Source: an optimization exercise on an open RTL-to-GDS flow (aim: small area, a short achievable clock period and few clock cycles per item). Production flows keep margins and buffers that such runs may drop. In this exercise RTL edits were held to simulation tests only and were not proved equivalent to the original.

==> flow/design.v <==
module decoder_3nrm_mld_final_v3 (
    input wire clk,
    input wire rst_n,
    input wire start,
    input wire [63:0] residues_in,
    output reg [15:0] data_out,
    output reg valid,
    output reg uncorrectable
);
function automatic [24:0] rca(input [23:0] a, input [23:0] b, input ci);
  integer i; reg c;
  begin
    c = ci;
    for (i = 0; i < 24; i = i + 1) begin
      rca[i] = a[i] ^ b[i] ^ c;
      c = (a[i] & b[i]) | (a[i] & c) | (b[i] & c);
    end
    rca[24] = c;
  end
endfunction
function automatic [23:0] csa3(input [23:0] a, input [23:0] b, input [23:0] c);
  reg [24:0] t;
  begin
    t = rca(a ^ b ^ c, {((a & b) | (a & c) | (b & c)), 1'b0}, 1'b0);
    csa3 = t[23:0];
  end
endfunction
function automatic [23:0] csa4(input [23:0] a, input [23:0] b, input [23:0] c, input [23:0] d);
  reg [23:0] s, k;
  begin
    s = a ^ b ^ c; k = {((a & b) | (a & c) | (b & c)), 1'b0};
    csa4 = csa3(s, k, d);
  end
endfunction
function automatic [23:0] csa5(input [23:0] a, input [23:0] b, input [23:0] c, input [23:0] d, input [23:0] e);
  reg [23:0] s, k;
  begin
    s = a ^ b ^ c; k = {((a & b) | (a & c) | (b & c)), 1'b0};
    csa5 = csa4(s, k, d, e);
  end
endfunction
function automatic [23:0] csa6(input [23:0] a, input [23:0] b, input [23:0] c, input [23:0] d, input [23:0] e, input [23:0] f);
  reg [23:0] s1, k1, s2, k2;
  begin
    s1 = a ^ b ^ c; k1 = {((a & b) | (a & c) | (b & c)), 1'b0};
    s2 = d ^ e ^ f; k2 = {((d & e) | (d & f) | (e & f)), 1'b0};
    csa6 = csa4(s1, k1, s2, k2);
  end
endfunction
function automatic [23:0] csa7(input [23:0] a, input [23:0] b, input [23:0] c, input [23:0] d, input [23:0] e, input [23:0] f, input [23:0] g);
  reg [23:0] s1, k1, s2, k2;
  begin
    s1 = a ^ b ^ c; k1 = {((a & b) | (a & c) | (b & c)), 1'b0};
    s2 = d ^ e ^ f; k2 = {((d & e) | (d & f) | (e & f)), 1'b0};
    csa7 = csa5(s1, k1, s2, k2, g);
  end
endfunction
  function automatic [24:0] rcf(input [23:0] a, input [23:0] b, input ci);
    rcf = {1'b0, a} + {1'b0, b} + {24'd0, ci};
  endfunction
  function automatic [23:0] csa3f(input [23:0] a, input [23:0] b, input [23:0] c);
    reg [24:0] t;
    begin t = rcf(a ^ b ^ c, {((a & b) | (a & c) | (b & c)), 1'b0}, 1'b0); csa3f = t[23:0]; end
  endfunction
  function automatic [23:0] csa5f(input [23:0] a, input [23:0] b, input [23:0] c, input [23:0] d, input [23:0] e);
    reg [23:0] s1, k1, s2, k2;
    begin
      s1 = a ^ b ^ c; k1 = {((a & b) | (a & c) | (b & c)), 1'b0};
      s2 = s1 ^ k1 ^ d; k2 = {((s1 & k1) | (s1 & d) | (k1 & d)), 1'b0};
      csa5f = csa3f(s2, k2, e);
    end
  endfunction
  function automatic ge(input [23:0] a, input [23:0] b);    
    reg [24:0] t;
    begin t = rca(a, ~b, 1'b1); ge = t[24]; end
  endfunction
  function automatic [7:0] modmul(input [7:0] x, input [6:0] c, input [1:0] ms);
    reg [23:0] p0,p1,p2,p3,p4,p5,p6, pr, s, s1, s2, s3, s4, s5, k1, k2, k3, k4, k5; reg [24:0] t;
    begin
      p0 = c[0] ? {16'd0, x} : 24'd0;
      p1 = c[1] ? {15'd0, x, 1'd0} : 24'd0;
      p2 = c[2] ? {14'd0, x, 2'd0} : 24'd0;
      p3 = c[3] ? {13'd0, x, 3'd0} : 24'd0;
      p4 = c[4] ? {12'd0, x, 4'd0} : 24'd0;
      p5 = c[5] ? {11'd0, x, 5'd0} : 24'd0;
      p6 = c[6] ? {10'd0, x, 6'd0} : 24'd0;
      s1 = p0 ^ p1 ^ p2; k1 = {((p0 & p1) | (p0 & p2) | (p1 & p2)), 1'b0};
      s2 = p3 ^ p4 ^ p5; k2 = {((p3 & p4) | (p3 & p5) | (p4 & p5)), 1'b0};
      s3 = s1 ^ k1 ^ s2; k3 = {((s1 & k1) | (s1 & s2) | (k1 & s2)), 1'b0};
      s4 = k2 ^ p6 ^ s3; k4 = {((k2 & p6) | (k2 & s3) | (p6 & s3)), 1'b0};
      s5 = s4 ^ k4 ^ k3; k5 = {((s4 & k4) | (s4 & k3) | (k4 & k3)), 1'b0};
      t = rcf(s5, k5, 1'b0); pr = t[23:0];      
      case (ms)
        2'd0: modmul = {2'b0, pr[5:0]};
        2'd1: begin  
          s = csa3({18'd0, pr[5:0]}, {18'd0, pr[11:6]}, {21'd0, pr[14:12]});
          s = csa3({18'd0, s[5:0]}, {22'd0, s[7:6]}, 24'd0);             
          modmul = s[7:0];
        end
        2'd2: begin  
          s = csa3({18'd0, pr[5:0]}, {18'd0, 6'h3f ^ pr[11:6]}, {21'd0, pr[14:12]});
          s = rca(s, 24'd67, 1'b0);
          t = rca(s, ~24'd130, 1'b1); if (t[24]) s = t[23:0];
          modmul = s[7:0];
        end
        default: begin  
          s = csa3({19'd0, pr[4:0]}, {19'd0, pr[9:5]}, {19'd0, pr[14:10]});    
          s = csa3({19'd0, s[4:0]}, {22'd0, s[6:5]}, 24'd0);                  
          modmul = s[7:0];
        end
      endcase
    end
  endfunction
  reg [5:0] r0, r1; reg [6:0] r2; reg [4:0] r3, r4, r5, r6, r7; reg [3:0] r8;
  always @(posedge clk) begin
    r0 <= residues_in[63:58]; r1 <= residues_in[57:52]; r2 <= residues_in[51:45];
    r3 <= residues_in[44:40]; r4 <= residues_in[39:35]; r5 <= residues_in[34:30];
    r6 <= residues_in[29:25]; r7 <= residues_in[24:20]; r8 <= residues_in[19:16];
  end
  reg busy;
  reg [4:0] g;        
  reg bf;             
  reg [4:0] bl;       
  reg bbig;           
  reg [4:0] nx_unused;
  reg [7:0] wq; reg [6:0] br; reg [1:0] mr, ur, dmr;    
  reg [1:0] uc;       
  reg [2:0] pt;       
  reg [1:0] xc;       
  always @* begin
    case (g)
      5'd1: begin uc=2'd1; pt=3'd3; xc=2'd2; end
      5'd2: begin uc=2'd0; pt=3'd0; xc=2'd0; end
      5'd3: begin uc=2'd0; pt=3'd1; xc=2'd0; end
      5'd4: begin uc=2'd0; pt=3'd2; xc=2'd0; end
      5'd5: begin uc=2'd1; pt=3'd0; xc=2'd0; end
      5'd6: begin uc=2'd1; pt=3'd2; xc=2'd0; end
      5'd7: begin uc=2'd1; pt=3'd3; xc=2'd0; end
      5'd8: begin uc=2'd1; pt=3'd3; xc=2'd1; end
      5'd9: begin uc=2'd1; pt=3'd1; xc=2'd0; end
      5'd10: begin uc=2'd2; pt=3'd0; xc=2'd0; end
      5'd11: begin uc=2'd2; pt=3'd1; xc=2'd0; end
      5'd12: begin uc=2'd2; pt=3'd3; xc=2'd0; end
      5'd13: begin uc=2'd1; pt=3'd4; xc=2'd0; end
      5'd14: begin uc=2'd2; pt=3'd2; xc=2'd0; end
      5'd15: begin uc=2'd1; pt=3'd4; xc=2'd1; end
      5'd16: begin uc=2'd2; pt=3'd3; xc=2'd1; end
      5'd17: begin uc=2'd2; pt=3'd3; xc=2'd2; end
      5'd18: begin uc=2'd1; pt=3'd4; xc=2'd2; end
      5'd19: begin uc=2'd1; pt=3'd5; xc=2'd0; end
      default: begin uc=2'd0; pt=3'd0; xc=2'd0; end
    endcase
  end
  wire u3 = (uc == 2'd0), u4 = (uc == 2'd1), u5 = (uc == 2'd2);
  wire [4:0] ru = u3 ? r3 : u4 ? r4 : r5;
  wire [24:0] d0w = rcf({18'd0, r0}, ~{19'd0, ru}, 1'b1);
  wire [5:0] d0 = d0w[5:0];
  wire [23:0] l0a = {18'd0, d0[0], 5'd0};
  wire [23:0] l0b = u4 ? {18'd0, d0[1:0], 4'd0} : 24'd0;
  wire [23:0] l0c = (u4 | u5) ? {18'd0, d0[3:0], 2'd0} : 24'd0;
  wire [23:0] l0d = u5 ? {18'd0, d0[4:0], 1'd0} : 24'd0;
  wire [23:0] l0e = u3 ? {18'd0, ~d0} : {18'd0, d0};
  wire [23:0] l0s = csa5(l0a, l0b, l0c, l0d, l0e);
  wire [24:0] l0t = rcf(l0s, 24'd0, u3);
  wire [5:0] v0 = l0t[5:0];
  wire [24:0] d1w = rcf({18'd0, r1}, ~{19'd0, ru}, 1'b1);
  wire [24:0] d1f = rcf({18'd0, d1w[5:0]}, 24'd63, 1'b0);
  wire [5:0] d1 = d1w[24] ? d1w[5:0] : d1f[5:0];             
  wire [5:0] d1r0 = d1, d1r1 = {d1[4:0], d1[5]}, d1r3 = {d1[2:0], d1[5:3]}, d1r4 = {d1[1:0], d1[5:2]}, d1r5 = {d1[0], d1[5:1]};
  wire [5:0] l1a = u3 ? ~d1r1 : d1r1;
  wire [5:0] l1b = u4 ? d1r4 : u5 ? d1r0 : 6'd0;
  wire [5:0] l1c = u4 ? d1r5 : u5 ? d1r3 : 6'd0;
  wire [5:0] l1s = l1a ^ l1b ^ l1c;
  wire [5:0] l1k = (l1a & l1b) | (l1a & l1c) | (l1b & l1c);
  wire [24:0] l1t = rcf({18'd0, l1s}, {18'd0, l1k[4:0], l1k[5]}, 1'b0);
  wire [24:0] l1u = rcf({18'd0, l1t[5:0]}, 24'd0, l1t[6]);
  wire [5:0] v1 = (l1u[5:0] == 6'd63) ? 6'd0 : l1u[5:0];
  wire [24:0] d2w = rcf({17'd0, r2}, ~{19'd0, ru}, 1'b1);
  wire [24:0] d2f = rcf({17'd0, d2w[6:0]}, 24'd65, 1'b0);
  wire [6:0] d2 = d2w[24] ? d2w[6:0] : d2f[6:0];             
  wire [23:0] l2s = csa4({17'd0, d2}, (u3 | u5) ? {13'd0, d2, 4'd0} : 24'd0, u3 ? {15'd0, d2, 2'd0} : 24'd0, u4 ? {14'd0, d2, 3'd0} : 24'd0);
  wire [23:0] l2f = csa3({18'd0, l2s[5:0]}, {19'd0, ~l2s[10:6]}, 24'd34);    
  wire [24:0] l2g = rcf(l2f, ~24'd65, 1'b1);
  wire [6:0] v2 = l2g[24] ? l2g[6:0] : l2f[6:0];
  wire [24:0] d3w = rcf({19'd0, r3}, ~{19'd0, ru}, 1'b1);
  wire [24:0] d3f = rcf({19'd0, d3w[4:0]}, 24'd31, 1'b0);
  wire [4:0] d3 = d3w[24] ? d3w[4:0] : d3f[4:0];             
  wire [4:0] d3r0 = d3, d3r1 = {d3[3:0], d3[4]}, d3r3 = {d3[1:0], d3[4:2]}, d3r4 = {d3[0], d3[4:1]};
  wire [4:0] l3a = u5 ? d3r4 : ~d3r4;
  wire [4:0] l3b = u5 ? d3r3 : 5'd0;
  wire [4:0] l3c = u5 ? d3r1 : 5'd0;
  wire [4:0] l3d = u5 ? d3r0 : 5'd0;
  wire [4:0] l3s1 = l3a ^ l3b ^ l3c, l3k1 = (l3a & l3b) | (l3a & l3c) | (l3b & l3c);
  wire [4:0] l3c1 = {l3k1[3:0], l3k1[4]};
  wire [4:0] l3s2 = l3s1 ^ l3c1 ^ l3d, l3k2 = (l3s1 & l3c1) | (l3s1 & l3d) | (l3c1 & l3d);
  wire [24:0] l3t = rcf({19'd0, l3s2}, {19'd0, l3k2[3:0], l3k2[4]}, 1'b0);
  wire [24:0] l3u = rcf({19'd0, l3t[4:0]}, 24'd0, l3t[5]);
  wire [4:0] v3 = (l3u[4:0] == 5'd31) ? 5'd0 : l3u[4:0];
  wire [24:0] d5w = rcf({19'd0, r5}, ~{19'd0, r4}, 1'b1);
  wire [24:0] d5f = rcf({18'd0, d5w[5:0]}, 24'd23, 1'b0);    
  wire [24:0] d5g = rcf({18'd0, d5w[5:0]}, 24'd46, 1'b0);
  wire [4:0] d5 = d5w[24] ? d5w[4:0] : ~d5f[5] ? d5f[4:0] : d5g[4:0];    
  wire [6:0] q5 = {d5, 2'b0};
  wire [24:0] q5a = rcf({17'd0, q5}, ~24'd69, 1'b1);
  wire [24:0] q5b = rcf({17'd0, q5}, ~24'd46, 1'b1);
  wire [24:0] q5c = rcf({17'd0, q5}, ~24'd23, 1'b1);
  wire [4:0] v5 = q5a[24] ? q5a[4:0] : q5b[24] ? q5b[4:0] : q5c[24] ? q5c[4:0] : q5[4:0];
  wire [6:0] vx = (xc == 2'd0) ? {1'b0, v0} : (xc == 2'd1) ? {1'b0, v1} : v2;
  reg [6:0] da, db, dc; reg [7:0] doff; reg [1:0] dms;
  always @* case (pt)
    3'd0: begin da = {1'b0, v1}; db = {1'b0, v0}; dc = 7'd1; doff = 8'd127; dms = 2'd1; end
    3'd1: begin da = {1'b0, v0}; db = v2; dc = 7'd1; doff = 8'd131; dms = 2'd2; end
    3'd2: begin da = v2; db = {1'b0, v1}; dc = 7'd32; doff = 8'd131; dms = 2'd2; end
    3'd3: begin da = {2'b0, v3}; db = vx; dc = (xc == 2'd0) ? 7'd16 : (xc == 2'd1) ? 7'd1 : 7'd21; doff = 8'd94; dms = 2'd3; end
    3'd4: begin da = vx; db = {2'b0, v5}; dc = (xc == 2'd0) ? 7'd39 : (xc == 2'd1) ? 7'd11 : 7'd17;
                doff = (xc == 2'd0) ? 8'd65 : (xc == 2'd1) ? 8'd64 : 8'd66; dms = xc; end
    default: begin da = {2'b0, v3}; db = {2'b0, v5}; dc = 7'd27; doff = 8'd32; dms = 2'd3; end
  endcase
  wire [23:0] dxa = {17'd0, da} ^ {16'd0, doff} ^ {16'd0, 1'b1, ~db};
  wire [23:0] dxk = {(({17'd0, da} & {16'd0, doff}) | ({17'd0, da} & {16'd0, 1'b1, ~db}) | ({16'd0, doff} & {16'd0, 1'b1, ~db})), 1'b0};
  wire [24:0] dxs = rcf(dxa, dxk, 1'b0);
  wire [23:0] dxw = dxs[23:0];
  wire [7:0] wd = modmul(dxw[7:0], dc, dms);
  wire [6:0] base = (pt == 3'd2) ? {1'b0, v1} : (pt == 3'd3) ? vx : (pt[2]) ? {2'b0, v5} : {1'b0, v0};
  wire [1:0] mbs = (pt == 3'd2) ? 2'd1 : (pt == 3'd3) ? xc : (pt[2]) ? 2'd3 : 2'd0;
  wire [24:0] e1w = rcf({18'd0, r1}, ~{18'd0, r0}, 1'b1);
  wire [24:0] e1m = rcf({18'd0, e1w[5:0]}, 24'd63, 1'b0);
  wire [5:0] b2 = e1w[24] ? e1w[5:0] : e1m[5:0];
  wire [23:0] z0w = csa5f({17'd0, r0, 1'b0}, {16'd0, 2'b11, ~r1}, {16'd0, 1'b1, ~r2}, {22'd0, ~e1w[24], 1'b0}, 24'd132);
  wire [8:0] z0 = z0w[8:0];
  wire [24:0] z195 = rcf({15'd0, z0}, ~24'd195, 1'b1);
  wire [24:0] z130 = rcf({15'd0, z0}, ~24'd130, 1'b1);
  wire [24:0] z65 = rcf({15'd0, z0}, ~24'd65, 1'b1);
  wire [6:0] z1 = z195[24] ? z195[6:0] : z130[24] ? z130[6:0] : z65[24] ? z65[6:0] : z0[6:0];
  wire [5:0] zk = z1[6:1];
  wire [24:0] b3o = rcf(24'd32, ~{18'd0, zk}, 1'b1);
  wire [24:0] b3e = rcf(24'd65, ~{18'd0, zk}, 1'b1);
  wire [6:0] b3 = z1[0] ? b3o[6:0] : (zk == 6'd0) ? 7'd0 : b3e[6:0];
  wire [23:0] y012 = csa3f({12'd0, b3[5:0], 6'd0}, {18'd0, b2}, {12'd0, 5'h1f, ~b3});
  wire [24:0] y012p = rcf(y012, 24'd1, 1'b0);
  wire [17:0] x012 = {y012p[11:0], r0};
  wire [6:0] mdig = (dmr == 2'd1) ? 7'd63 : (dmr == 2'd2) ? 7'd65 : (dmr == 2'd3) ? 7'd31 : 7'd127;
  wire [24:0] wqs = rcf({16'd0, wq}, ~{17'd0, mdig}, 1'b1);
  wire [6:0] wr = (wqs[24] && dmr != 2'd0) ? wqs[6:0] : wq[6:0];
  wire [23:0] wm = (mr == 2'd3) ? ~{14'd0, rca({17'd0, wr}, {14'd0, wr, 3'd0}, 1'b0)} : (mr == 2'd1) ? ~{17'd0, wr} : (mr == 2'd2) ? {17'd0, wr} : 24'd0;
  wire [23:0] wsh = (mr == 2'd3) ? {12'd0, wr, 5'd0} : {11'd0, wr, 6'd0};
  wire [23:0] Ws = csa3(wsh, {17'd0, br}, wm);
  wire [24:0] Ww = rcf(Ws, 24'd0, mr[0]);
  wire [12:0] W = Ww[12:0];
  wire [4:0] rur = (ur == 2'd0) ? r3 : (ur == 2'd1) ? r4 : r5;
  wire [23:0] xo1 = {6'd0, W, 5'd0}, xo2 = {19'd0, rur}, xo3 = ~{11'd0, W};
  wire [23:0] xo4 = (ur == 2'd1) ? ~{10'd0, W, 1'b0} : (ur == 2'd2) ? ~{8'd0, W, 3'b0} : 24'd0;
  wire [23:0] xa1 = xo1 ^ xo2 ^ xo3, xk1 = {((xo1 & xo2) | (xo1 & xo3) | (xo2 & xo3)), 1'b0};
  wire [23:0] xa2 = xa1 ^ xk1 ^ xo4, xk2 = {((xa1 & xk1) | (xa1 & xo4) | (xk1 & xo4)), 1'b0};
  wire [24:0] Xw = rcf(xa2, xk2 | {23'd0, ur != 2'd0}, 1'b1);
  wire [17:0] X = (g == 5'd1) ? x012 : Xw[17:0];
  wire [8:0] mt;
  chk_all u_chk (.X(X), .r0(r0), .r1(r1), .r2(r2), .r3(r3), .r4(r4), .r5(r5), .r6(r6), .r7(r7), .r8(r8), .mt(mt));
  wire [2:0] ps1 = mt[2:0] ^ mt[5:3] ^ mt[8:6];
  wire [2:0] pk1 = (mt[2:0] & mt[5:3]) | (mt[2:0] & mt[8:6]) | (mt[5:3] & mt[8:6]);
  wire ones = ps1[0] ^ ps1[1] ^ ps1[2];
  wire onec = (ps1[0] & ps1[1]) | (ps1[0] & ps1[2]) | (ps1[1] & ps1[2]);
  wire twos = pk1[0] ^ pk1[1] ^ pk1[2];
  wire twoc = (pk1[0] & pk1[1]) | (pk1[0] & pk1[2]) | (pk1[1] & pk1[2]);
  wire t2s = onec ^ twos, t2c = onec & twos;
  wire [3:0] nm = {twoc & t2c, (twoc ^ t2c), t2s, ones};
  wire dle2 = nm[3] | (nm[2] & nm[1] & nm[0]);    
  wire deq3 = ~nm[3] & nm[2] & nm[1] & ~nm[0];    
  wire big = X[17] | X[16];
  wire [4:0] lex;
  assign lex[0] = (g == 5'd3) | (g == 5'd7) | (g == 5'd8) | (g == 5'd9) | (g == 5'd10) | (g == 5'd11) | (g == 5'd14) | (g == 5'd16) | (g == 5'd18) | (g == 5'd20);
  assign lex[1] = (g == 5'd5) | (g == 5'd6) | (g == 5'd7) | (g == 5'd8) | (g == 5'd11) | (g == 5'd12) | (g == 5'd16) | (g == 5'd17) | (g == 5'd19) | (g == 5'd20);
  assign lex[2] = (g == 5'd4) | (g == 5'd8) | (g == 5'd9) | (g == 5'd10) | (g == 5'd12) | (g == 5'd15) | (g == 5'd16) | (g == 5'd17);
  assign lex[3] = (g == 5'd5) | (g == 5'd7) | (g == 5'd9) | (g == 5'd13) | (g == 5'd14) | (g == 5'd15) | (g == 5'd16) | (g == 5'd17);
  assign lex[4] = (g == 5'd2) | (g == 5'd18) | (g == 5'd19) | (g == 5'd20);
  wire run = busy;
  wire ltb = !ge({19'd0, lex}, {19'd0, bl});       
  wire upd = deq3 && (!bf || ltb);
  wire nbf = bf | upd;
  wire [4:0] nbl = upd ? lex : bl;
  reg fl;
  always @* begin
    case (mt)
      9'd63: fl = 1'b1;
      9'd95: fl = 1'b1;
      9'd159: fl = 1'b1;
      9'd287: fl = 1'b1;
      9'd111: fl = 1'b1;
      9'd175: fl = 1'b1;
      9'd303: fl = 1'b1;
      9'd207: fl = 1'b1;
      9'd335: fl = 1'b1;
      9'd399: fl = 1'b1;
      9'd119: fl = 1'b1;
      9'd183: fl = 1'b1;
      9'd311: fl = 1'b1;
      9'd215: fl = 1'b1;
      9'd343: fl = 1'b1;
      9'd407: fl = 1'b1;
      9'd231: fl = 1'b1;
      9'd359: fl = 1'b1;
      9'd423: fl = 1'b1;
      9'd123: fl = 1'b1;
      9'd187: fl = 1'b1;
      9'd219: fl = 1'b1;
      9'd125: fl = 1'b1;
      9'd189: fl = 1'b1;
      9'd221: fl = 1'b1;
      9'd126: fl = 1'b1;
      9'd190: fl = 1'b1;
      9'd222: fl = 1'b1;
      default: fl = 1'b0;
    endcase
  end
  wire ea, eb;      
  assign ea = (g == 5'd11) | (g == 5'd12) | (g == 5'd13) | (g == 5'd14) | (g == 5'd15) | (g == 5'd17) | (g == 5'd18) | (g == 5'd19) | (g == 5'd20);
  assign eb = (g == 5'd1) | (g == 5'd3) | (g == 5'd6) | (g == 5'd11) | (g == 5'd12) | (g == 5'd13) | (g == 5'd14) | (g == 5'd15) | (g == 5'd17) | (g == 5'd18) | (g == 5'd19) | (g == 5'd20);
  wire [4:0] rdy1, ext1;    
  assign rdy1[0] = (g == 5'd1) | (g == 5'd2) | (g == 5'd3) | (g == 5'd4) | (g == 5'd9) | (g == 5'd10) | (g == 5'd11) | (g == 5'd13) | (g == 5'd15) | (g == 5'd16) | (g == 5'd17) | (g == 5'd19);
  assign rdy1[1] = (g == 5'd3) | (g == 5'd4) | (g == 5'd5) | (g == 5'd6) | (g == 5'd7) | (g == 5'd9) | (g == 5'd10) | (g == 5'd11) | (g == 5'd14) | (g == 5'd15) | (g == 5'd18) | (g == 5'd19);
  assign rdy1[2] = (g == 5'd5) | (g == 5'd6) | (g == 5'd7) | (g == 5'd8) | (g == 5'd9) | (g == 5'd12) | (g == 5'd13) | (g == 5'd14) | (g == 5'd15) | (g == 5'd20);
  assign rdy1[3] = (g == 5'd4) | (g == 5'd5) | (g == 5'd7) | (g == 5'd8) | (g == 5'd9) | (g == 5'd10) | (g == 5'd11) | (g == 5'd12) | (g == 5'd13) | (g == 5'd14) | (g == 5'd15);
  assign rdy1[4] = (g == 5'd2) | (g == 5'd16) | (g == 5'd17) | (g == 5'd18) | (g == 5'd19) | (g == 5'd20);
  assign ext1[0] = (g == 5'd2) | (g == 5'd4) | (g == 5'd9) | (g == 5'd10) | (g == 5'd11) | (g == 5'd13) | (g == 5'd15) | (g == 5'd16) | (g == 5'd17) | (g == 5'd19);
  assign ext1[1] = (g == 5'd1) | (g == 5'd3) | (g == 5'd4) | (g == 5'd5) | (g == 5'd6) | (g == 5'd7) | (g == 5'd9) | (g == 5'd10) | (g == 5'd11) | (g == 5'd14) | (g == 5'd15) | (g == 5'd18) | (g == 5'd19);
  assign ext1[2] = (g == 5'd5) | (g == 5'd7) | (g == 5'd8) | (g == 5'd9) | (g == 5'd12) | (g == 5'd13) | (g == 5'd14) | (g == 5'd15) | (g == 5'd20);
  assign ext1[3] = (g == 5'd1) | (g == 5'd3) | (g == 5'd4) | (g == 5'd5) | (g == 5'd6) | (g == 5'd7) | (g == 5'd8) | (g == 5'd9) | (g == 5'd10) | (g == 5'd11) | (g == 5'd12) | (g == 5'd13) | (g == 5'd14) | (g == 5'd15);
  assign ext1[4] = (g == 5'd2) | (g == 5'd16) | (g == 5'd17) | (g == 5'd18) | (g == 5'd19) | (g == 5'd20);
  reg [4:0] nx;
  wire eold = bf & ge({19'd0, g}, {19'd0, nx});
  wire fin = run & (dle2 | (upd ? (fl ? eb : ea) : eold) | (g == 5'd20));
  always @(posedge clk or negedge rst_n) begin
    if (!rst_n) begin
      busy <= 1'b0; valid <= 1'b0;
    end else begin
      valid <= fin;
      busy <= busy ? !fin : start;
    end
  end
  wire [24:0] ginc = rca({19'd0, g}, 24'd0, 1'b1);
  always @(posedge clk) begin
    wq <= wd; dmr <= dms; br <= base; mr <= mbs; ur <= uc;
    if (!busy) g <= 5'd1; else g <= ginc[4:0];
    if (!run) begin
      bf <= 1'b0;
    end else begin
      bf <= nbf; bl <= nbl;
      if (upd) nx <= fl ? rdy1 : ext1;
      if (dle2 | upd) begin data_out <= X[15:0]; bbig <= big; end
      if (fin) uncorrectable <= (dle2 | upd) ? big : bf ? bbig : 1'b1;
    end
  end
endmodule
module c64(input [17:0] X, input [5:0] r, output e); assign e = X[5:0] == r; endmodule
module c63(input [17:0] X, input [5:0] r, output e);
  wire [5:0] x0 = X[5:0], x1 = X[11:6], x2 = X[17:12], rr = ~r;
  wire [5:0] s1 = x0 ^ x1 ^ x2, k1 = (x0 & x1) | (x0 & x2) | (x1 & x2);
  wire [5:0] c1 = {k1[4:0], k1[5]};
  wire [5:0] s2 = s1 ^ c1 ^ rr, k2 = (s1 & c1) | (s1 & rr) | (c1 & rr);
  wire [5:0] c2 = {k2[4:0], k2[5]};
  assign e = (&(s2 ^ c2)) | ~(|(s2 | c2)) | (&(s2 & c2));
endmodule
module c31(input [17:0] X, input [4:0] r, output e);
  wire [4:0] x0 = X[4:0], x1 = X[9:5], x2 = X[14:10], x3 = {2'b0, X[17:15]}, rr = ~r;
  wire [4:0] s1 = x0 ^ x1 ^ x2, k1 = (x0 & x1) | (x0 & x2) | (x1 & x2);
  wire [4:0] c1 = {k1[3:0], k1[4]};
  wire [4:0] s2 = x3 ^ rr ^ s1, k2 = (x3 & rr) | (x3 & s1) | (rr & s1);
  wire [4:0] c2 = {k2[3:0], k2[4]};
  wire [4:0] s3 = c1 ^ c2 ^ s2, k3 = (c1 & c2) | (c1 & s2) | (c2 & s2);
  wire [4:0] c3 = {k3[3:0], k3[4]};
  assign e = (&(s3 ^ c3)) | ~(|(s3 | c3)) | (&(s3 & c3));
endmodule
module c65(input [17:0] X, input [6:0] r, output e);
  function automatic [24:0] rca(input [23:0] a, input [23:0] b, input ci);
  integer i; reg c;
  begin
    c = ci;
    for (i = 0; i < 24; i = i + 1) begin
      rca[i] = a[i] ^ b[i] ^ c;
      c = (a[i] & b[i]) | (a[i] & c) | (b[i] & c);
    end
    rca[24] = c;
  end
endfunction
function automatic [23:0] csa3(input [23:0] a, input [23:0] b, input [23:0] c);
  reg [24:0] t;
  begin
    t = rca(a ^ b ^ c, {((a & b) | (a & c) | (b & c)), 1'b0}, 1'b0);
    csa3 = t[23:0];
  end
endfunction
function automatic [23:0] csa4(input [23:0] a, input [23:0] b, input [23:0] c, input [23:0] d);
  reg [23:0] s, k;
  begin
    s = a ^ b ^ c; k = {((a & b) | (a & c) | (b & c)), 1'b0};
    csa4 = csa3(s, k, d);
  end
endfunction
function automatic [23:0] csa5(input [23:0] a, input [23:0] b, input [23:0] c, input [23:0] d, input [23:0] e);
  reg [23:0] s, k;
  begin
    s = a ^ b ^ c; k = {((a & b) | (a & c) | (b & c)), 1'b0};
    csa5 = csa4(s, k, d, e);
  end
endfunction
function automatic [23:0] csa6(input [23:0] a, input [23:0] b, input [23:0] c, input [23:0] d, input [23:0] e, input [23:0] f);
  reg [23:0] s1, k1, s2, k2;
  begin
    s1 = a ^ b ^ c; k1 = {((a & b) | (a & c) | (b & c)), 1'b0};
    s2 = d ^ e ^ f; k2 = {((d & e) | (d & f) | (e & f)), 1'b0};
    csa6 = csa4(s1, k1, s2, k2);
  end
endfunction
function automatic [23:0] csa7(input [23:0] a, input [23:0] b, input [23:0] c, input [23:0] d, input [23:0] e, input [23:0] f, input [23:0] g);
  reg [23:0] s1, k1, s2, k2;
  begin
    s1 = a ^ b ^ c; k1 = {((a & b) | (a & c) | (b & c)), 1'b0};
    s2 = d ^ e ^ f; k2 = {((d & e) | (d & f) | (e & f)), 1'b0};
    csa7 = csa5(s1, k1, s2, k2, g);
  end
endfunction
  wire [8:0] S = csa4({3'd0,X[5:0]}, {3'd0,X[17:12]}, {3'd0,~X[11:6]}, {2'd0,~r});
  assign e = (S == 9'd125) | (S == 9'd190) | (S == 9'd255);
endmodule
module c17(input [17:0] X, input [4:0] r, output e);
  function automatic [24:0] rca(input [23:0] a, input [23:0] b, input ci);
  integer i; reg c;
  begin
    c = ci;
    for (i = 0; i < 24; i = i + 1) begin
      rca[i] = a[i] ^ b[i] ^ c;
      c = (a[i] & b[i]) | (a[i] & c) | (b[i] & c);
    end
    rca[24] = c;
  end
endfunction
function automatic [23:0] csa3(input [23:0] a, input [23:0] b, input [23:0] c);
  reg [24:0] t;
  begin
    t = rca(a ^ b ^ c, {((a & b) | (a & c) | (b & c)), 1'b0}, 1'b0);
    csa3 = t[23:0];
  end
endfunction
function automatic [23:0] csa4(input [23:0] a, input [23:0] b, input [23:0] c, input [23:0] d);
  reg [23:0] s, k;
  begin
    s = a ^ b ^ c; k = {((a & b) | (a & c) | (b & c)), 1'b0};
    csa4 = csa3(s, k, d);
  end
endfunction
function automatic [23:0] csa5(input [23:0] a, input [23:0] b, input [23:0] c, input [23:0] d, input [23:0] e);
  reg [23:0] s, k;
  begin
    s = a ^ b ^ c; k = {((a & b) | (a & c) | (b & c)), 1'b0};
    csa5 = csa4(s, k, d, e);
  end
endfunction
function automatic [23:0] csa6(input [23:0] a, input [23:0] b, input [23:0] c, input [23:0] d, input [23:0] e, input [23:0] f);
  reg [23:0] s1, k1, s2, k2;
  begin
    s1 = a ^ b ^ c; k1 = {((a & b) | (a & c) | (b & c)), 1'b0};
    s2 = d ^ e ^ f; k2 = {((d & e) | (d & f) | (e & f)), 1'b0};
    csa6 = csa4(s1, k1, s2, k2);
  end
endfunction
function automatic [23:0] csa7(input [23:0] a, input [23:0] b, input [23:0] c, input [23:0] d, input [23:0] e, input [23:0] f, input [23:0] g);
  reg [23:0] s1, k1, s2, k2;
  begin
    s1 = a ^ b ^ c; k1 = {((a & b) | (a & c) | (b & c)), 1'b0};
    s2 = d ^ e ^ f; k2 = {((d & e) | (d & f) | (e & f)), 1'b0};
    csa7 = csa5(s1, k1, s2, k2, g);
  end
endfunction
  wire [6:0] S = csa6({3'd0,X[3:0]}, {3'd0,~X[7:4]}, {3'd0,X[11:8]}, {3'd0,~X[15:12]}, {5'd0,X[17:16]}, {2'd0,~r});
  assign e = (S == 7'd10) | (S == 7'd27) | (S == 7'd44) | (S == 7'd61) | (S == 7'd78);
endmodule
module c11(input [17:0] X, input [3:0] r, output e);
  function automatic [24:0] rca(input [23:0] a, input [23:0] b, input ci);
  integer i; reg c;
  begin
    c = ci;
    for (i = 0; i < 24; i = i + 1) begin
      rca[i] = a[i] ^ b[i] ^ c;
      c = (a[i] & b[i]) | (a[i] & c) | (b[i] & c);
    end
    rca[24] = c;
  end
endfunction
function automatic [23:0] csa3(input [23:0] a, input [23:0] b, input [23:0] c);
  reg [24:0] t;
  begin
    t = rca(a ^ b ^ c, {((a & b) | (a & c) | (b & c)), 1'b0}, 1'b0);
    csa3 = t[23:0];
  end
endfunction
function automatic [23:0] csa4(input [23:0] a, input [23:0] b, input [23:0] c, input [23:0] d);
  reg [23:0] s, k;
  begin
    s = a ^ b ^ c; k = {((a & b) | (a & c) | (b & c)), 1'b0};
    csa4 = csa3(s, k, d);
  end
endfunction
function automatic [23:0] csa5(input [23:0] a, input [23:0] b, input [23:0] c, input [23:0] d, input [23:0] e);
  reg [23:0] s, k;
  begin
    s = a ^ b ^ c; k = {((a & b) | (a & c) | (b & c)), 1'b0};
    csa5 = csa4(s, k, d, e);
  end
endfunction
function automatic [23:0] csa6(input [23:0] a, input [23:0] b, input [23:0] c, input [23:0] d, input [23:0] e, input [23:0] f);
  reg [23:0] s1, k1, s2, k2;
  begin
    s1 = a ^ b ^ c; k1 = {((a & b) | (a & c) | (b & c)), 1'b0};
    s2 = d ^ e ^ f; k2 = {((d & e) | (d & f) | (e & f)), 1'b0};
    csa6 = csa4(s1, k1, s2, k2);
  end
endfunction
function automatic [23:0] csa7(input [23:0] a, input [23:0] b, input [23:0] c, input [23:0] d, input [23:0] e, input [23:0] f, input [23:0] g);
  reg [23:0] s1, k1, s2, k2;
  begin
    s1 = a ^ b ^ c; k1 = {((a & b) | (a & c) | (b & c)), 1'b0};
    s2 = d ^ e ^ f; k2 = {((d & e) | (d & f) | (e & f)), 1'b0};
    csa7 = csa5(s1, k1, s2, k2, g);
  end
endfunction
  wire [6:0] S = csa5({2'd0,X[4:0]}, {2'd0,~X[9:5]}, {2'd0,X[14:10]}, {4'd0,~X[17:15]}, {3'd0,~r});
  assign e = (S==7'd9)|(S==7'd20)|(S==7'd31)|(S==7'd42)|(S==7'd53)|(S==7'd64)|(S==7'd75)|(S==7'd86)|(S==7'd97)|(S==7'd108);
endmodule
module c19(input [17:0] X, input [4:0] r, output e);
  function automatic [24:0] rca(input [23:0] a, input [23:0] b, input ci);
  integer i; reg c;
  begin
    c = ci;
    for (i = 0; i < 24; i = i + 1) begin
      rca[i] = a[i] ^ b[i] ^ c;
      c = (a[i] & b[i]) | (a[i] & c) | (b[i] & c);
    end
    rca[24] = c;
  end
endfunction
function automatic [23:0] csa3(input [23:0] a, input [23:0] b, input [23:0] c);
  reg [24:0] t;
  begin
    t = rca(a ^ b ^ c, {((a & b) | (a & c) | (b & c)), 1'b0}, 1'b0);
    csa3 = t[23:0];
  end
endfunction
function automatic [23:0] csa4(input [23:0] a, input [23:0] b, input [23:0] c, input [23:0] d);
  reg [23:0] s, k;
  begin
    s = a ^ b ^ c; k = {((a & b) | (a & c) | (b & c)), 1'b0};
    csa4 = csa3(s, k, d);
  end
endfunction
function automatic [23:0] csa5(input [23:0] a, input [23:0] b, input [23:0] c, input [23:0] d, input [23:0] e);
  reg [23:0] s, k;
  begin
    s = a ^ b ^ c; k = {((a & b) | (a & c) | (b & c)), 1'b0};
    csa5 = csa4(s, k, d, e);
  end
endfunction
function automatic [23:0] csa6(input [23:0] a, input [23:0] b, input [23:0] c, input [23:0] d, input [23:0] e, input [23:0] f);
  reg [23:0] s1, k1, s2, k2;
  begin
    s1 = a ^ b ^ c; k1 = {((a & b) | (a & c) | (b & c)), 1'b0};
    s2 = d ^ e ^ f; k2 = {((d & e) | (d & f) | (e & f)), 1'b0};
    csa6 = csa4(s1, k1, s2, k2);
  end
endfunction
function automatic [23:0] csa7(input [23:0] a, input [23:0] b, input [23:0] c, input [23:0] d, input [23:0] e, input [23:0] f, input [23:0] g);
  reg [23:0] s1, k1, s2, k2;
  begin
    s1 = a ^ b ^ c; k1 = {((a & b) | (a & c) | (b & c)), 1'b0};
    s2 = d ^ e ^ f; k2 = {((d & e) | (d & f) | (e & f)), 1'b0};
    csa7 = csa5(s1, k1, s2, k2, g);
  end
endfunction
  wire [24:0] s1w = rca({15'd0, X[8:0]}, {15'd0, ~X[17:9]}, 1'b0);
  wire [9:0] S1 = s1w[9:0];
  wire [5:0] l = S1[5:0]; wire [3:0] h = S1[9:6];
  wire [7:0] S = csa4({2'd0,l}, {1'd0,h,3'd0}, {4'd0,~h}, {3'd0,~r});
  assign e = (S==8'd6)|(S==8'd25)|(S==8'd44)|(S==8'd63)|(S==8'd82)|(S==8'd101)|(S==8'd120)|(S==8'd139)|(S==8'd158)|(S==8'd177)|(S==8'd196)|(S==8'd215);
endmodule
module c23(input [17:0] X, input [4:0] r, output e);
  function automatic [24:0] rca(input [23:0] a, input [23:0] b, input ci);
  integer i; reg c;
  begin
    c = ci;
    for (i = 0; i < 24; i = i + 1) begin
      rca[i] = a[i] ^ b[i] ^ c;
      c = (a[i] & b[i]) | (a[i] & c) | (b[i] & c);
    end
    rca[24] = c;
  end
endfunction
function automatic [23:0] csa3(input [23:0] a, input [23:0] b, input [23:0] c);
  reg [24:0] t;
  begin
    t = rca(a ^ b ^ c, {((a & b) | (a & c) | (b & c)), 1'b0}, 1'b0);
    csa3 = t[23:0];
  end
endfunction
function automatic [23:0] csa4(input [23:0] a, input [23:0] b, input [23:0] c, input [23:0] d);
  reg [23:0] s, k;
  begin
    s = a ^ b ^ c; k = {((a & b) | (a & c) | (b & c)), 1'b0};
    csa4 = csa3(s, k, d);
  end
endfunction
function automatic [23:0] csa5(input [23:0] a, input [23:0] b, input [23:0] c, input [23:0] d, input [23:0] e);
  reg [23:0] s, k;
  begin
    s = a ^ b ^ c; k = {((a & b) | (a & c) | (b & c)), 1'b0};
    csa5 = csa4(s, k, d, e);
  end
endfunction
function automatic [23:0] csa6(input [23:0] a, input [23:0] b, input [23:0] c, input [23:0] d, input [23:0] e, input [23:0] f);
  reg [23:0] s1, k1, s2, k2;
  begin
    s1 = a ^ b ^ c; k1 = {((a & b) | (a & c) | (b & c)), 1'b0};
    s2 = d ^ e ^ f; k2 = {((d & e) | (d & f) | (e & f)), 1'b0};
    csa6 = csa4(s1, k1, s2, k2);
  end
endfunction
function automatic [23:0] csa7(input [23:0] a, input [23:0] b, input [23:0] c, input [23:0] d, input [23:0] e, input [23:0] f, input [23:0] g);
  reg [23:0] s1, k1, s2, k2;
  begin
    s1 = a ^ b ^ c; k1 = {((a & b) | (a & c) | (b & c)), 1'b0};
    s2 = d ^ e ^ f; k2 = {((d & e) | (d & f) | (e & f)), 1'b0};
    csa7 = csa5(s1, k1, s2, k2, g);
  end
endfunction
  wire [24:0] s1w = rca({13'd0, X[10:0]}, {17'd0, X[17:11]}, 1'b0);
  wire [11:0] S1 = s1w[11:0];
  wire [5:0] l = S1[5:0]; wire [5:0] h = S1[11:6];
  wire [8:0] S2 = csa3({3'd0,l}, {1'd0,~h,2'd0}, {3'd0,~h}) ;
  wire [5:0] l2 = S2[5:0]; wire [2:0] h2 = S2[8:6];
  wire [7:0] S = csa4({2'd0,l2}, {3'd0,~h2,2'd0}, {5'd0,~h2}, {3'd0,~r});
  assign e = (S==8'd13)|(S==8'd36)|(S==8'd59)|(S==8'd82)|(S==8'd105)|(S==8'd128);
endmodule
module c29(input [17:0] X, input [4:0] r, output e);
  function automatic [24:0] rca(input [23:0] a, input [23:0] b, input ci);
  integer i; reg c;
  begin
    c = ci;
    for (i = 0; i < 24; i = i + 1) begin
      rca[i] = a[i] ^ b[i] ^ c;
      c = (a[i] & b[i]) | (a[i] & c) | (b[i] & c);
    end
    rca[24] = c;
  end
endfunction
function automatic [23:0] csa3(input [23:0] a, input [23:0] b, input [23:0] c);
  reg [24:0] t;
  begin
    t = rca(a ^ b ^ c, {((a & b) | (a & c) | (b & c)), 1'b0}, 1'b0);
    csa3 = t[23:0];
  end
endfunction
function automatic [23:0] csa4(input [23:0] a, input [23:0] b, input [23:0] c, input [23:0] d);
  reg [23:0] s, k;
  begin
    s = a ^ b ^ c; k = {((a & b) | (a & c) | (b & c)), 1'b0};
    csa4 = csa3(s, k, d);
  end
endfunction
function automatic [23:0] csa5(input [23:0] a, input [23:0] b, input [23:0] c, input [23:0] d, input [23:0] e);
  reg [23:0] s, k;
  begin
    s = a ^ b ^ c; k = {((a & b) | (a & c) | (b & c)), 1'b0};
    csa5 = csa4(s, k, d, e);
  end
endfunction
function automatic [23:0] csa6(input [23:0] a, input [23:0] b, input [23:0] c, input [23:0] d, input [23:0] e, input [23:0] f);
  reg [23:0] s1, k1, s2, k2;
  begin
    s1 = a ^ b ^ c; k1 = {((a & b) | (a & c) | (b & c)), 1'b0};
    s2 = d ^ e ^ f; k2 = {((d & e) | (d & f) | (e & f)), 1'b0};
    csa6 = csa4(s1, k1, s2, k2);
  end
endfunction
function automatic [23:0] csa7(input [23:0] a, input [23:0] b, input [23:0] c, input [23:0] d, input [23:0] e, input [23:0] f, input [23:0] g);
  reg [23:0] s1, k1, s2, k2;
  begin
    s1 = a ^ b ^ c; k1 = {((a & b) | (a & c) | (b & c)), 1'b0};
    s2 = d ^ e ^ f; k2 = {((d & e) | (d & f) | (e & f)), 1'b0};
    csa7 = csa5(s1, k1, s2, k2, g);
  end
endfunction
  wire [8:0] S = csa7({4'd0,X[4:0]}, {4'd0,X[9:5]}, {3'd0,X[9:5],1'b0}, {5'd0,X[13:10]}, {2'd0,X[13:10],3'd0}, {5'd0,~X[17:14]}, {4'd0,~r});
  assign e = (S==9'd17)|(S==9'd46)|(S==9'd75)|(S==9'd104)|(S==9'd133)|(S==9'd162)|(S==9'd191)|(S==9'd220)|(S==9'd249)|(S==9'd278);
endmodule
module chk_all(input [17:0] X, input [5:0] r0, input [5:0] r1, input [6:0] r2, input [4:0] r3, input [4:0] r4,
  input [4:0] r5, input [4:0] r6, input [4:0] r7, input [3:0] r8, output [8:0] mt);
  c64 u0(X,r0,mt[0]); c63 u1(X,r1,mt[1]); c65 u2(X,r2,mt[2]); c31 u3(X,r3,mt[3]); c29 u4(X,r4,mt[4]);
  c23 u5(X,r5,mt[5]); c19 u6(X,r6,mt[6]); c17 u7(X,r7,mt[7]); c11 u8(X,r8,mt[8]);
endmodule
==> flow/run.sh <==
#!/bin/bash
# synth_recipe.tcl (not shown) runs the flow's synth.tcl, then flattens the netlist and writes it again
# the make line also repeats each setting of config.mk as NAME=value (left out here)
make -C /OpenROAD-flow-scripts/flow DESIGN_CONFIG=/design/flow/config.mk WORK_HOME=/design/flow/orfs CLKGATE_MAP_FILE= SYNTH_SCRIPT=/design/flow/synth_recipe.tcl finish
==> flow/config.mk <==
export PLATFORM = sky130hd
export DESIGN_NAME = decoder_3nrm_mld_final_v3
export DESIGN_NICKNAME = decoder_3nrm_mld_final_v3
export VERILOG_FILES = /design/flow/design.v
export SDC_FILE = /design/flow/constraint.sdc
export NUM_CORES = 4
export LEC_CHECK = 0
export ABC_AREA = 1
export ABC_CLOCK_PERIOD_IN_PS = 20000
export CAP_MARGIN = 20
export CORE_MARGIN = 2
export CORE_UTILIZATION = 40
export SLEW_MARGIN = 20
export SYNTH_MEMORY_MAX_BITS = 65536
==> flow/constraint.sdc <==
create_clock -name core_clock -period 110.0 [get_ports {clk}]
set_input_delay 22.0000 -clock core_clock [delete_from_list [all_inputs] [get_ports {clk}]]
set_output_delay 22.0000 -clock core_clock [all_outputs]
set_load 0.01 [all_outputs]
==> results of run 1 <==
## state kept, by name (all words and copies together), names as in the netlist, 2 cells and up
name and cells:
uc 2, r3 5, r2 7, ur 2, dmr 2, r1 6
r7 5, data_out 16, nx 5, xc 2, r4 5, bl 5
r8 4, mr 2, wq 8, pt 3, r0 6, r5 5
r6 5, br 7, g 5
## cells by family after synthesis
logic type,count (synthesis)
buffers and inverters,767
muxes,1
DFF,112
AOI/OAI and AO/OA,388
xor gates and xnor gates,151
and+or+nand+nor,967
adders and majority gates,630
## per-stage QoR
step	setup WS [ns]	hold WS, ns
after floorplan	87.61	0.3546
after global placement	87.12	0.4414
after detailed placement	87.12	0.4395
after CTS	86.64	0.4509
after global routing	86.64	0.4561
final	86.69	0.4348
## cells in the mapped netlist (all sizes together) (2+ instances only)
master / n / share of area
clkinv: 3 / 0.00049
dfrtp: 2 / 0.0022
o21a: 3 / 0.00097
nor3: 17 / 0.0037
o2111ai: 12 / 0.0045
xnor2: 46 / 0.017
or2: 20 / 0.0056
a21o: 7 / 0.0023
nor4: 8 / 0.0022
fa: 280 / 0.24
inv: 742 / 0.12
and2: 7 / 0.0019
o221ai: 4 / 0.0015
clkbuf: 15 / 0.0024
a31oi: 9 / 0.0024
nand4: 35 / 0.0094
o22ai: 21 / 0.0057
nand3: 126 / 0.029
buf: 7 / 0.0024
nand3b: 5 / 0.0018
nand2: 505 / 0.086
o31ai: 6 / 0.0019
o21bai: 12 / 0.0039
a22oi: 5 / 0.0016
o211ai: 14 / 0.0045
a211oi: 7 / 0.0023
a21boi: 4 / 0.0013
edfxtp: 28 / 0.036
xor2: 105 / 0.040
ha: 349 / 0.19
a21oi: 129 / 0.028
nor2: 240 / 0.040
dfxtp: 82 / 0.071
o21ai: 149 / 0.033
## placed cells by master (no fill, tap or decap), types with 9 or more instances in the layout
cell,netlist,layout
sky130_fd_sc_hd__fa_1,280,280
sky130_fd_sc_hd__o21bai_1,12,12
sky130_fd_sc_hd__o21ai_1,16,20
sky130_fd_sc_hd__o211ai_1,14,14
sky130_fd_sc_hd__clkbuf_16,0,10
sky130_fd_sc_hd__o2111ai_1,12,12
sky130_fd_sc_hd__buf_4,1,12
sky130_fd_sc_hd__o21ai_0,125,121
sky130_fd_sc_hd__a21oi_1,125,125
sky130_fd_sc_hd__clkdlybuf4s50_1,0,68
sky130_fd_sc_hd__inv_2,10,10
sky130_fd_sc_hd__inv_1,728,728
sky130_fd_sc_hd__nand2_2,23,23
sky130_fd_sc_hd__o22ai_1,21,21
sky130_fd_sc_hd__xnor2_1,46,46
sky130_fd_sc_hd__edfxtp_1,28,28
sky130_fd_sc_hd__nand4_1,35,35
sky130_fd_sc_hd__dfxtp_1,82,82
sky130_fd_sc_hd__nand2_1,477,477
sky130_fd_sc_hd__xor2_1,105,105
sky130_fd_sc_hd__a31oi_1,9,9
sky130_fd_sc_hd__nand3_1,121,121
sky130_fd_sc_hd__ha_1,349,349
sky130_fd_sc_hd__or2_2,15,15
sky130_fd_sc_hd__nor3_1,17,17
sky130_fd_sc_hd__nor2_1,233,233
## cell type report
cell class | count | area [µm²]
Tap cell | 765 | 957.2
Sequential cell | 112 | 2532
Fill cell | 5977 | 32350
Timing Repair Buffer | 80 | 770.7
Multi-Input combinational cell | 2137 | 17750
Inverter | 745 | 2806
Clock buffer | 10 | 250.2
Clock inverter | 6 | 55.05
## worst min path at each step
stage | slack, ns | end
floorplan | 0.35 | ur[1]$_DFF_P_
global placement | 0.44 | g[0]$_SDFF_PN1_
detailed placement | 0.44 | ur[1]$_DFF_P_
CTS | 0.45 | ur[1]$_DFF_P_
global route | 0.46 | ur[1]$_DFF_P_
finish | 0.43 | ur[1]$_DFF_P_
## metal layers
layer / track usage / vias up
li1: - / 9551
met1: 0.2570 / 8790
met2: 0.3463 / 346
met3: 0.02252 / 63
met4: 0.04519 / 0
met5: 0 / -
==> results.cfg, run 1 <==
[run_status]
status = no timing/DRC/antenna violations

[routing]
route.antenna.remaining_nets = 0
routed-wl-met3_um = 2198
route.top_layer_used = met4
vias = 18750
drtIter0Drc = 983
wire_per_inst_um = 14.57
viasPerCell = 4.864
drt_drc_violations_left = 0
wl_met1_um = 25940
finalWirelength_um = 56180
firstDrtPassIters = 6
met2RoutedLength_um = 27060

[synth]
xor_and_xnor_fraction_of_the_mapped_netlist_area = 0.05700
async_reset_ff_frac = 0.01786
synthesis.instances = 3016
primary_flip_flop_cell_chosen_by_synthesis_mapping = sky130_fd_sc_hd__dfxtp_1
yosysWarningCount = 7
main_combinational_cell_family_by_area_after_synthesis = adder cells
adder_cell_share_of_the_synthesized_area = 0.4302
synth_compound_gate_area_share = 0.09712
synth_area_mm2 = 0.02320
proportion_of_synthesized_area_in_mux_cells = 0.0004314
synth_area_per_cell_um2 = 7.693
simple_gate_portion_of_the_synthesized_area = 0.1804
postSynthRegisterBits = 112
mappedNetlistNets = 3712
synth-edff-count = 28
yosysUniqueCellTypes = 64
ys_seq_area_frac = 0.1091

[setup_path]
rrSetupSlack_ns = 88.86
crit_family = buffers and inverters
worst_setup_path_category = reg2out
critical_path.cell_chain = clkdlybuf4s50_1
regToRegStartpoint = dmr[1]$_DFF_P_
worstPathArrival_ns = 1.31
critPathLaunch = data_out[11]$_DFFE_PP_
cp.required_ns = 88.00
worst_r2r_path_depth = 88
worst_path_max_delay_cell = sky130_fd_sc_hd__clkdlybuf4s50_1
crit_cells = 1
setup.worst_path.start_class = register
path_buf_inv = 1
critical_path.endpoint = data_out[11]
worst-path-max-fanout = 1
timing.critical_path.slowest_cell_delay_ns = 0.54
worst_r2r_endpoint = bl[0]$_DFFE_PP_
end_kind = primary output

[clocking]
cts_repair_resize_count = 0
tritoncts = yes
cts_made_buffers = 9
clk_pin_slew_worst_paths_ns = 0.09
cts-root-to-sink-buffers = 2
clock_latency_reported_for_the_late_side_of_the_worst_skew_pair_ns = 0.41
buffer_count_from_post_cts_setup_fixing = 0
cts.sinks = 112
cts-root-buf = sky130_fd_sc_hd__clkbuf_16
postCtsHoldBufs = 0
clock_tree.htree_level_count = 3

[grt]
grt_antenna_before_repair = 0
largest_net_degree_at_the_start_of_global_routing = 28
globalRouteTotalUtil = 0.1965
grt_remaining_overflow = 0
grt_first_pass_wirelength_um = 94710
grt_pass1_vias = 19000

[sta]
timing.clock.skew_ns = 0.01349
timing_worst_slew_pin_value_ns = 1.176
final.period_utilization = 0.2119
final_period_minus_worst_setup_slack_ns = 23.31
setup_tns_ns = 0
hold_viol_final = 0
slew-limit-headroom = 0.2097
finalMaxSlewViolations = 0
maxClockFrequency_ghz = 0.04290
grt_setup_unrepaired = no
final-setup-viol-count = 0

[placement]
detailed_place.area_mm2 = 0.02482
port_buffers = 68
place.detailed.instances = 3839
place.gp.congestion = 0.9234
detailed_place_hpwl_um = 48450

[hold_path]
min-delay-start = uc[1]$_DFF_P_
type_of_the_most_critical_hold_path = reg2reg
hold_depth = 0

[cells_and_area]
final_util = 0.4372
area_growth_syn_to_layout_pct = 8.282
fraction_of_final_layout_cells_with_drive_strength_greater_than_1 = 0.03657
finalInstanceArea_mm2 = 0.02513
layout.cells.non_filler = 3855
final_nets = 3781
antennaDiodeCount = 0

[floorplan]
fp.dieW_um = 244.9
design.die.area_mm2 = 0.05995
num_io_pins = 85
num_rows = 88
initial_core_util = 0.4037
die_h_um = 244.9
core_area_mm2 = 0.05748

[job]
max_cap_viol_count = 0
Testbench counts, summed over its fixed seeds: cycles 2,836, items 480.
==> run 2: changes to the inputs <==
==> flow/flow/run.sh (new file) <==
#!/bin/bash
# The standard layout, with the port buffers that buffer_ports inserts taken
# from sky130_fd_sc_hd__buf_2 (every input and output port is still buffered).
set -o pipefail
cat standard.sh > flow_standard_sh_copy.log 2>&1
export BUFFER_PORTS_ARGS="-buffer_cell sky130_fd_sc_hd__buf_2"
bash standard.sh > standard.log 2>&1
==> flow/standard.sh (new file) <==
#!/bin/bash
# synth_recipe.tcl (not shown) runs the flow's synth.tcl, then flattens the netlist and writes it again
# the make line also repeats each setting of config.mk as NAME=value (left out here)
make -C /OpenROAD-flow-scripts/flow DESIGN_CONFIG=/design/flow/config.mk WORK_HOME=/design/flow/orfs CLKGATE_MAP_FILE= SYNTH_SCRIPT=/design/flow/synth_recipe.tcl "${@:-finish}"
removed: flow/run.sh
==> results.cfg, run 2 <==
[setup_path]
end_kind = primary output
cp.required_ns = 88.00
worst_r2r_endpoint = bl[0]$_DFFE_PP_
path_buf_inv = 1
worst-path-max-fanout = 1
critical_path.cell_chain = buf_2
rrSetupSlack_ns = 89.01
crit_family = flip-flops
worst_path_max_delay_cell = sky130_fd_sc_hd__edfxtp_1
worst_r2r_path_depth = 84
timing.critical_path.slowest_cell_delay_ns = 0.39
regToRegStartpoint = dmr[1]$_DFF_P_
worst_setup_path_category = reg2out
setup.worst_path.start_class = register
worstPathArrival_ns = 0.97

[hold_path]
type_of_the_most_critical_hold_path = reg2reg
min-delay-start = uc[1]$_DFF_P_
hold_depth = 0
worst_hold_path.endpoint = ur[1]$_DFF_P_

[cells_and_area]
final_common_cell = sky130_fd_sc_hd__inv_1
registers.top_by_ff_count = data_out
final_util = 0.4310
final_cell_mix = 728 x sky130_fd_sc_hd__inv_1, 477 x sky130_fd_sc_hd__nand2_1, 349 x sky130_fd_sc_hd__ha_1
area_growth_syn_to_layout_pct = 6.762
finalInstanceArea_mm2 = 0.02477
largest_register_ffs = 16
fraction_of_final_layout_cells_with_drive_strength_greater_than_1 = 0.05858
final_nets = 3781
reg_top3 = data_out x16, wq x8
layout.cells.non_filler = 3856

[sta]
slew-limit-headroom = 0.3326
final-setup-viol-count = 0
final.period_utilization = 0.2088
final_period_minus_worst_setup_slack_ns = 22.97
hold_viol_final = 0
grt_setup_unrepaired = no
finalMaxSlewViolations = 0
timing.clock.skew_ns = 0.01819
timing_worst_slew_pin_value_ns = 0.9935
hold_ws_ns = 0.4565
setup_tns_ns = 0
maxClockFrequency_ghz = 0.04354

[routing]
drt_drc_violations_left = 0
route.antenna.remaining_nets = 0
finalWirelength_um = 55880
wire_per_inst_um = 14.49
firstDrtPassIters = 8
drtIter0Drc = 1047
viasPerCell = 4.843
vias = 18670

[floorplan]
design.die.area_mm2 = 0.05995
core_area_mm2 = 0.05748
die_h_um = 244.9
initial_core_util = 0.4037
fp.dieW_um = 244.9
num_rows = 88
num_io_pins = 85

[synth]
yosys-top-cells-count = 728 x sky130_fd_sc_hd__inv_1, 477 x sky130_fd_sc_hd__nand2_1, 349 x sky130_fd_sc_hd__ha_1
async_reset_ff_frac = 0.01786
postSynthRegisterBits = 112
mappedNetlistNets = 3712
synthDominantAreaCellType = sky130_fd_sc_hd__fa_1
synth.top_cells.by_area = sky130_fd_sc_hd__fa_1 24%, sky130_fd_sc_hd__ha_1 19%, sky130_fd_sc_hd__inv_1 12%
synth_area_mm2 = 0.02320
yosysWarningCount = 7
synth_area_per_cell_um2 = 7.693
primary_flip_flop_cell_chosen_by_synthesis_mapping = sky130_fd_sc_hd__dfxtp_1
ys_seq_area_frac = 0.1091
synthesis.instances = 3016
yosysUniqueCellTypes = 64
yosysMostFrequentCell = sky130_fd_sc_hd__inv_1
synth-edff-count = 28
synth_largest_type_area_fraction = 0.2416

[clocking]
cts-root-to-sink-buffers = 2
postCtsHoldBufs = 0
clk_pin_slew_worst_paths_ns = 0.09
cts_repair_resize_count = 0
clock_latency_reported_for_the_late_side_of_the_worst_skew_pair_ns = 0.42
cts-root-buf = sky130_fd_sc_hd__clkbuf_16
cts.sinks = 112
clock_tree.htree_level_count = 3
buffer_count_from_post_cts_setup_fixing = 0
tritoncts = yes
cts_made_buffers = 9

[placement]
detailed_place_hpwl_um = 48430
port_buffers = 68
place.detailed.instances = 3839
detailed_place.area_mm2 = 0.02448
place.gp.congestion = 0.9105

[job]
max_cap_viol_count = 0

[grt]
grt_remaining_overflow = 0
grt_pass1_vias = 18960
grt_antenna_before_repair = 1
globalRouteTotalUtil = 0.1964
grt_first_pass_wirelength_um = 94290
largest_net_degree_at_the_start_of_global_routing = 28

[run_status]
status = no timing/DRC/antenna violations
run 2: cell counts after synthesis:
No cell type changed its count.
run 2: final cells by class:
class                      count  area (µm²)
antenna                        1       2.502
clock buffer                  10       239.0
timing repair buffer          80       430.4
multi-input combinational   2137       17750
tap                          765       957.2
inverter                     745        2806
sequential                   112        2532
fill                        5953       32700
clock inverter                 6       51.30
run 2: metrics by stage:
step / setup WS [ns]
after CTS: 87.01
after floorplan: 87.61
final: 87.03
after global routing: 87.00
after global placement: 87.47
after detailed placement: 87.47
run 2: cell families (layout without fill, tap and decap cells):
logic type	after synthesis	count (layout)	synth area share
and+or+nand+nor	967	967	0.1804
buffers and inverters	767	841	0.1257
adders and majority gates	630	630	0.4302
AOI/OAI and AO/OA	388	388	0.09712
xor gates and xnor gates	151	151	0.05700
DFF	112	112	0.1091
muxes	1	1	0.0004314
other	0	1	0
run 2: per-layer routing:
layer / GRT usage / up-vias / part of all wire
met5: 0 / - / 0
met4: 0.05577 / 0 / 0.024
met3: 0.03389 / 67 / 0.054
met2: 0.3381 / 412 / 0.47
met1: 0.2523 / 8659 / 0.45
li1: - / 9536 / -
run 2: worst max-delay path by stage:
stage / end / cells past startpoint / slack [ns] / from
6_report: data_out[1] / 1 / 87.03 / data_out[1]$_DFFE_PP_
5_1_grt: data_out[1] / 1 / 87.00 / data_out[1]$_DFFE_PP_
4_1_cts: data_out[1] / 1 / 87.01 / data_out[1]$_DFFE_PP_
3_5_place_dp: data_out[1] / 1 / 87.47 / data_out[1]$_DFFE_PP_
3_3_place_gp: data_out[1] / 1 / 87.47 / data_out[1]$_DFFE_PP_
2_1_floorplan: data_out[0] / 0 / 87.61 / data_out[0]$_DFFE_PP_

what the ideal ports hide:
No port has a modelled driver above. Below, the same layouts with a new extraction and two added sets of constraints. Step 1, drivers: a clkbuf_16 drives clk and a buf_2 each remaining input, both assumed. Step 2 adds t to the input delays and takes it off the output delays; t is the mean of the earliest and latest rising clock arrival at the registers after step 1. Input paths then give back, and output paths get back, about the clock's delay inside the block. Slacks: ideal / step 1 / step 2; pairs: ideal / step 1.
run	t (ns)	setup WS [ns]	hold WS [ns]	worst setup path after step 2
run 1	0.458	86.688 / 86.633 / 87.091	0.435 / 0.435 / 0.435	register to output
run 2	0.466	87.034 / 86.977 / 87.442	0.456 / 0.456 / 0.456	register to output
After both steps every run listed still meets setup and hold.
